Source: an optimization exercise on an open RTL-to-GDS flow (aim: small area, a short achievable clock period and few clock cycles). Production flows keep margins and buffers that such runs may drop.
The RTL was checked by simulation tests, not by an equivalence proof against the original design.
No activity file was given, so power comes from the tool's default toggle rates.

==> flow/design.v <==
module add19 (
    input  [18:0] x,
    input  [18:0] y,
    input         cin,
    output [18:0] s,
    output        cout,
    output [18:0] p,
    output [18:0] g
);
    assign p = x ^ y;
    assign g = x & y;
    wire [19:0] G [0:5];
    wire [19:0] P [0:5];
    assign G[0] = {g, cin};
    assign P[0] = {p, 1'b0};
    genvar l, i;
    generate
        for (l = 0; l < 5; l = l + 1) begin : lvl
            for (i = 0; i < 20; i = i + 1) begin : pos
                if ((i >> l) % 2 == 1) begin : comb
                    assign G[l+1][i] = G[l][i] | (P[l][i] & G[l][((i >> l) << l) - 1]);
                    assign P[l+1][i] = P[l][i] & P[l][((i >> l) << l) - 1];
                end else begin : pass
                    assign G[l+1][i] = G[l][i];
                    assign P[l+1][i] = P[l][i];
                end
            end
        end
    endgenerate
    assign s    = p ^ G[5][18:0];
    assign cout = G[5][19];
endmodule
module norm19 (
    input  [18:0] v,
    output [18:0] n,
    output [4:0]  lz
);
    wire [18:0] v16 = lz[4] ? {v[2:0], 16'd0}   : v;
    wire [18:0] v8  = lz[3] ? {v16[10:0], 8'd0} : v16;
    wire [18:0] v4  = lz[2] ? {v8[14:0], 4'd0}  : v8;
    wire [18:0] v2  = lz[1] ? {v4[16:0], 2'd0}  : v4;
    assign lz[4] = (v[18:3]   == 16'd0);
    assign lz[3] = (v16[18:11] == 8'd0);
    assign lz[2] = (v8[18:15]  == 4'd0);
    assign lz[1] = (v4[18:17]  == 2'd0);
    assign lz[0] = ~v2[18];
    assign n = lz[0] ? {v2[17:0], 1'b0} : v2;
endmodule
module alu19 (
    input             clk,
    input             rst,
    input             in_valid,
    output            in_ready,
    input      [3:0]  op,
    input      [18:0] a,
    input      [18:0] b,
    output reg        out_valid,
    output reg [18:0] result,
    output reg        zero,
    output reg        carry,
    output reg        overflow
);
    reg          ready;     
    reg          vq;        
    reg          first;     
    reg  [3:0]   opq;
    reg  [18:0]  A;         
    reg  [18:0]  B;         
    reg          bm;        
    reg  [4:0]   cnt;       
    assign in_ready = ready;
    wire is_mul = (opq == 4'd2);
    wire is_div = (opq == 4'd3);
    wire is_md  = is_mul | is_div;
    wire [18:0] res_in = first ? 19'd0 : result;
    wire [18:0] dn;
    wire [4:0]  lz;
    norm19 nrm (.v(B), .n(dn), .lz(lz));
    wire [18:0] d_in   = first ? dn : B;
    wire        b_zero = (B == 19'd0);
    wire [4:0]  cnt_in = first ? lz : cnt;
    wire       b_m1 = ~first & bm;
    wire       one0 = B[0] ^ b_m1;
    wire       two0 = (B[1] & ~B[0] & ~b_m1) | (~B[1] & B[0] & b_m1);
    wire       neg0 = B[1];
    wire       one1 = B[2] ^ B[1];
    wire       two1 = (B[3] & ~B[2] & ~B[1]) | (~B[3] & B[2] & B[1]);
    wire       neg1 = B[3];
    wire [18:0] a_m1 = {A[17:0], 1'b0};
    wire [18:0] row0 = (({19{one0}} & A) | ({19{two0}} & a_m1)) ^ {19{neg0}};
    wire [18:0] rw1  = (({19{one1}} & A) | ({19{two1}} & a_m1)) ^ {19{neg1}};
    wire [18:0] row1 = {rw1[16:0], neg1, neg1};
    wire [18:0] cs_s = res_in ^ row0 ^ row1;
    wire [18:0] cs_c = {(res_in[17:0] & row0[17:0]) | (res_in[17:0] & row1[17:0]) |
                        (row0[17:0] & row1[17:0]), neg1};
    reg  [18:0] x, y;
    reg         cin;
    always @(*) begin
        x = A; cin = 1'b0;
        case (opq)
            4'd0, 4'd6, 4'd7, 4'd8: y = B;
            4'd1:    begin y = ~B; cin = 1'b1; end
            4'd2:    begin x = cs_s; y = cs_c; cin = neg0; end
            4'd3:    begin y = ~d_in; cin = 1'b1; end
            4'd4:    begin y = 19'd0; cin = 1'b1; end
            default: y = 19'h7FFFF;
        endcase
    end
    wire [18:0] sum, pr, gn;
    wire        cout;
    add19 add (.x(x), .y(y), .cin(cin), .s(sum), .cout(cout), .p(pr), .g(gn));
    wire        ge = cout;                   
    reg [18:0] r_next;
    always @(*) begin
        case (opq)
            4'd0, 4'd1, 4'd2, 4'd4, 4'd5: r_next = sum;
            4'd3:    r_next = (first & b_zero) ? 19'h7FFFF : {res_in[17:0], ge};
            4'd6:    r_next = gn;                
            4'd7:    r_next = gn | pr;           
            4'd8, 4'd9: r_next = pr;             
            default: r_next = 19'd0;
        endcase
    end
    wire c_add = (opq == 4'd0) & cout;
    wire v_add = (opq == 4'd0) & (A[18] == B[18]) & (sum[18] != A[18]);
    wire mul_done      = (B[18:3] == 0);
    wire mul_last_next = (B[18:7] == 0);
    wire div_done      = (first & b_zero) | (cnt_in == 5'd0);
    wire div_last_next = (cnt_in == 5'd1);
    wire md_done       = is_mul ? mul_done : div_done;
    wire fin = vq & (ready | md_done);
    always @(posedge clk) begin
        result   <= r_next;
        zero     <= (r_next == 19'd0);
        carry    <= c_add;
        overflow <= v_add;
        if (ready) begin
            opq   <= op;
            A     <= a;
            B     <= b;
            first <= 1'b1;
        end else begin
            first <= 1'b0;
            cnt   <= cnt_in - 5'd1;
            bm    <= B[3];
            if (is_mul) begin
                A <= A << 4;
                B <= B >> 4;
            end else begin
                if (ge) A <= sum;
                B <= d_in >> 1;
            end
        end
        if (rst) begin
            ready     <= 1'b1;
            vq        <= 1'b0;
            out_valid <= 1'b0;
        end else begin
            out_valid <= fin;
            if (ready) begin
                vq    <= in_valid;
                ready <= ~(in_valid & (op[3:1] == 3'b001));
            end else begin
                vq    <= ~md_done;
                ready <= md_done | (is_mul ? mul_last_next : div_last_next);
            end
        end
    end
endmodule
clock: 35.0 ns
lec_check: 0
abc_area: 1
cap_margin: 20
core_margin: 2
core_utilization: 40
slew_margin: 20
standard.sh (not shown) runs the stock make flow with config.mk's settings and CLKGATE_MAP_FILE= SYNTH_SCRIPT=/design/flow/synth_recipe.tcl, a recipe that flattens the netlist after the stock synthesis.
==> flow/flow/run.sh <==
#!/bin/bash
set -euo pipefail
W=$(pwd)
P=${FLOW_PLATFORM:-sky130hd}
R=$W/orfs/results/$P/alu19/base
L=$W/orfs/logs/$P/alu19/base
LIB=$FLOW_HOME/platforms/$P/lib/sky130_fd_sc_hd__tt_025C_1v80.lib
YOSYS=$FLOW_HOME/../tools/install/yosys/bin/yosys
[[ -x $YOSYS ]] || YOSYS=yosys

# 1. standard synthesis
bash standard.sh synth > $W/log_1_standard_synth.txt 2>&1
cp $R/1_2_yosys.v $W/netlist_standard.v

# 2. re-map the combinational logic
python3 flow/lib2map.py $LIB > $W/cellmap.v
DONTUSE=$(grep -o -- '-dont_use [^ ]*' $L/1_2_yosys.log | sort -u | tr '\n' ' ')
ABCSCRIPT='+strash;&get,-n;&fraig,-x;&put;scorr;dc2;strash;&get,-n;&dch,-f;&nf;&put;topo;upsize,-D,4500;dnsize,-D,4500'
cat > $W/reabc.ys <<YS
read_liberty -lib $LIB
read_verilog $W/netlist_standard.v
hierarchy -top $FLOW_TOP
techmap -map $W/cellmap.v
techmap
opt -fast
abc -liberty $LIB $DONTUSE -script $ABCSCRIPT
setundef -zero
splitnets
opt_clean -purge
hilomap -singleton -hicell sky130_fd_sc_hd__conb_1 HI -locell sky130_fd_sc_hd__conb_1 LO
insbuf -buf sky130_fd_sc_hd__buf_4 A X
opt_clean -purge
check -assert
stat -liberty $LIB
write_verilog -noattr -nohex -nodec $W/netlist_reabc.v
YS
$YOSYS -l $W/log_2_reabc.txt -q $W/reabc.ys > /dev/null 2>&1
# the registers must be the standard synthesis's, instance for instance
grep -E '^\s*sky130_fd_sc_hd__[a-z]*df' $W/netlist_standard.v | awk '{print $1, $2}' | sort > $W/regs_standard.txt
grep -E '^\s*sky130_fd_sc_hd__[a-z]*df' $W/netlist_reabc.v | awk '{print $1, $2}' | sort > $W/regs_reabc.txt
cmp $W/regs_standard.txt $W/regs_reabc.txt
cp $W/netlist_reabc.v $R/1_2_yosys.v
rm -f $R/1_synth.odb $R/1_synth.sdc

# 3. the standard layout from the new netlist
export BUFFER_PORTS_ARGS="-buffer_cell sky130_fd_sc_hd__buf_1"
bash standard.sh > $W/log_3_standard_layout.txt 2>&1
Other scripts of this flow, unchanged in this note and not shown: flow/flow/lib2map.py
Testbench counts at the start, summed over its fixed seeds: cycles 39,688.
Next try:
--- a/flow/design.v
+++ b/flow/design.v
@@ -60,15 +60,15 @@
     output reg        carry,
     output reg        overflow
 );
-    reg          ready;     
+    localparam integer KM = 3;              
+    reg          busy;      
     reg          vq;        
     reg          first;     
     reg  [3:0]   opq;
     reg  [18:0]  A;         
     reg  [18:0]  B;         
-    reg          bm;        
     reg  [4:0]   cnt;       
-    assign in_ready = ready;
+    assign in_ready = ~busy;
     wire is_mul = (opq == 4'd2);
     wire is_div = (opq == 4'd3);
     wire is_md  = is_mul | is_div;
@@ -79,20 +79,17 @@
     wire [18:0] d_in   = first ? dn : B;
     wire        b_zero = (B == 19'd0);
     wire [4:0]  cnt_in = first ? lz : cnt;
-    wire       b_m1 = ~first & bm;
-    wire       one0 = B[0] ^ b_m1;
-    wire       two0 = (B[1] & ~B[0] & ~b_m1) | (~B[1] & B[0] & b_m1);
-    wire       neg0 = B[1];
-    wire       one1 = B[2] ^ B[1];
-    wire       two1 = (B[3] & ~B[2] & ~B[1]) | (~B[3] & B[2] & B[1]);
-    wire       neg1 = B[3];
-    wire [18:0] a_m1 = {A[17:0], 1'b0};
-    wire [18:0] row0 = (({19{one0}} & A) | ({19{two0}} & a_m1)) ^ {19{neg0}};
-    wire [18:0] rw1  = (({19{one1}} & A) | ({19{two1}} & a_m1)) ^ {19{neg1}};
-    wire [18:0] row1 = {rw1[16:0], neg1, neg1};
-    wire [18:0] cs_s = res_in ^ row0 ^ row1;
-    wire [18:0] cs_c = {(res_in[17:0] & row0[17:0]) | (res_in[17:0] & row1[17:0]) |
-                        (row0[17:0] & row1[17:0]), neg1};
+    reg [18:0] cs_s, cs_c, row;
+    integer j;
+    always @(*) begin
+        cs_s = res_in;
+        cs_c = A & {19{B[0]}};
+        for (j = 1; j < KM; j = j + 1) begin
+            row  = (A << j) & {19{B[j]}};
+            {cs_c, cs_s} = {((cs_s & cs_c) | (cs_s & row) | (cs_c & row)) << 1,
+                            cs_s ^ cs_c ^ row};
+        end
+    end
     reg  [18:0] x, y;
     reg         cin;
     always @(*) begin
@@ -100,7 +97,7 @@
         case (opq)
             4'd0, 4'd6, 4'd7, 4'd8: y = B;
             4'd1:    begin y = ~B; cin = 1'b1; end
-            4'd2:    begin x = cs_s; y = cs_c; cin = neg0; end
+            4'd2:    begin x = cs_s; y = cs_c; end
             4'd3:    begin y = ~d_in; cin = 1'b1; end
             4'd4:    begin y = 19'd0; cin = 1'b1; end
             default: y = 19'h7FFFF;
@@ -123,18 +120,18 @@
     end
     wire c_add = (opq == 4'd0) & cout;
     wire v_add = (opq == 4'd0) & (A[18] == B[18]) & (sum[18] != A[18]);
-    wire mul_done      = (B[18:3] == 0);
-    wire mul_last_next = (B[18:7] == 0);
+    wire mul_done      = (B[18:KM] == 0);
+    wire mul_last_next = (B[18:2*KM] == 0);
     wire div_done      = (first & b_zero) | (cnt_in == 5'd0);
     wire div_last_next = (cnt_in == 5'd1);
     wire md_done       = is_mul ? mul_done : div_done;
-    wire fin = vq & (ready | md_done);
+    wire fin = vq & (~busy | md_done);
     always @(posedge clk) begin
         result   <= r_next;
         zero     <= (r_next == 19'd0);
         carry    <= c_add;
         overflow <= v_add;
-        if (ready) begin
+        if (~busy) begin
             opq   <= op;
             A     <= a;
             B     <= b;
@@ -142,27 +139,26 @@
         end else begin
             first <= 1'b0;
             cnt   <= cnt_in - 5'd1;
-            bm    <= B[3];
             if (is_mul) begin
-                A <= A << 4;
-                B <= B >> 4;
+                A <= A << KM;
+                B <= B >> KM;
             end else begin
                 if (ge) A <= sum;
                 B <= d_in >> 1;
             end
         end
         if (rst) begin
-            ready     <= 1'b1;
+            busy      <= 1'b0;
             vq        <= 1'b0;
             out_valid <= 1'b0;
         end else begin
             out_valid <= fin;
-            if (ready) begin
-                vq    <= in_valid;
-                ready <= ~(in_valid & (op[3:1] == 3'b001));
+            if (~busy) begin
+                vq   <= in_valid;
+                busy <= in_valid & (op[3:1] == 3'b001);
             end else begin
-                vq    <= ~md_done;
-                ready <= md_done | (is_mul ? mul_last_next : div_last_next);
+                vq   <= ~md_done;
+                busy <= ~md_done & ~(is_mul ? mul_last_next : div_last_next);
             end
         end
     end
Outcome:
- cell area shrinks by 1.6%
- maximum frequency climbs by 3.9%
- cell count came out higher by 0.97%
- setup slack is better by 0.31 ns
- clock-buffer cell count stays the same
- worst hold slack gets better by 0.033 ns
- combinational power shrinks by 17%
- critical path depth does not change
- clock power went down by about 6%
- sequential cell count went down by 1
- register-to-register slack degrades by 0.14 ns
- area after synthesis went down by about 1.7%
- via count came out higher by about 2.8%
- wire length went down by 1.0%
Testbench counts after the change, summed over its fixed seeds: cycles 42,245.

==> re-timing with driven ports <==
Ports are ideal in the flow. The routed layouts listed here were re-timed in OpenROAD. Step 1 (the two cells are an assumption about what drives the block):
set clk [get_ports {clk}]
set_driving_cell -lib_cell sky130_fd_sc_hd__clkbuf_16 $clk
set_driving_cell -lib_cell sky130_fd_sc_hd__buf_2 [delete_from_list [all_inputs] $clk]
Step 2 times the ports against the registers' clock, not the clock port: input delays grow and output delays shrink by t, the midpoint of the rising clock arrivals with the driver on. Slacks: no drivers / after step 1 / after step 2; pairs: no drivers / after step 1.
run | t, ns | setup slack, ns | hold WS [ns] | latest minus earliest clock arrival (ns) | worst register clock-pin slew, ns
the first run | 0.400 | 26.818 / 26.775 / 27.175 | 0.427 / 0.427 / 0.427 | 0.009 / 0.010 | 0.07 / 0.07
the second run | 0.395 | 27.123 / 27.076 / 27.315 | 0.459 / 0.459 / 0.459 | 0.010 / 0.010 | 0.06 / 0.06
After both steps setup and hold are still met in every run listed.
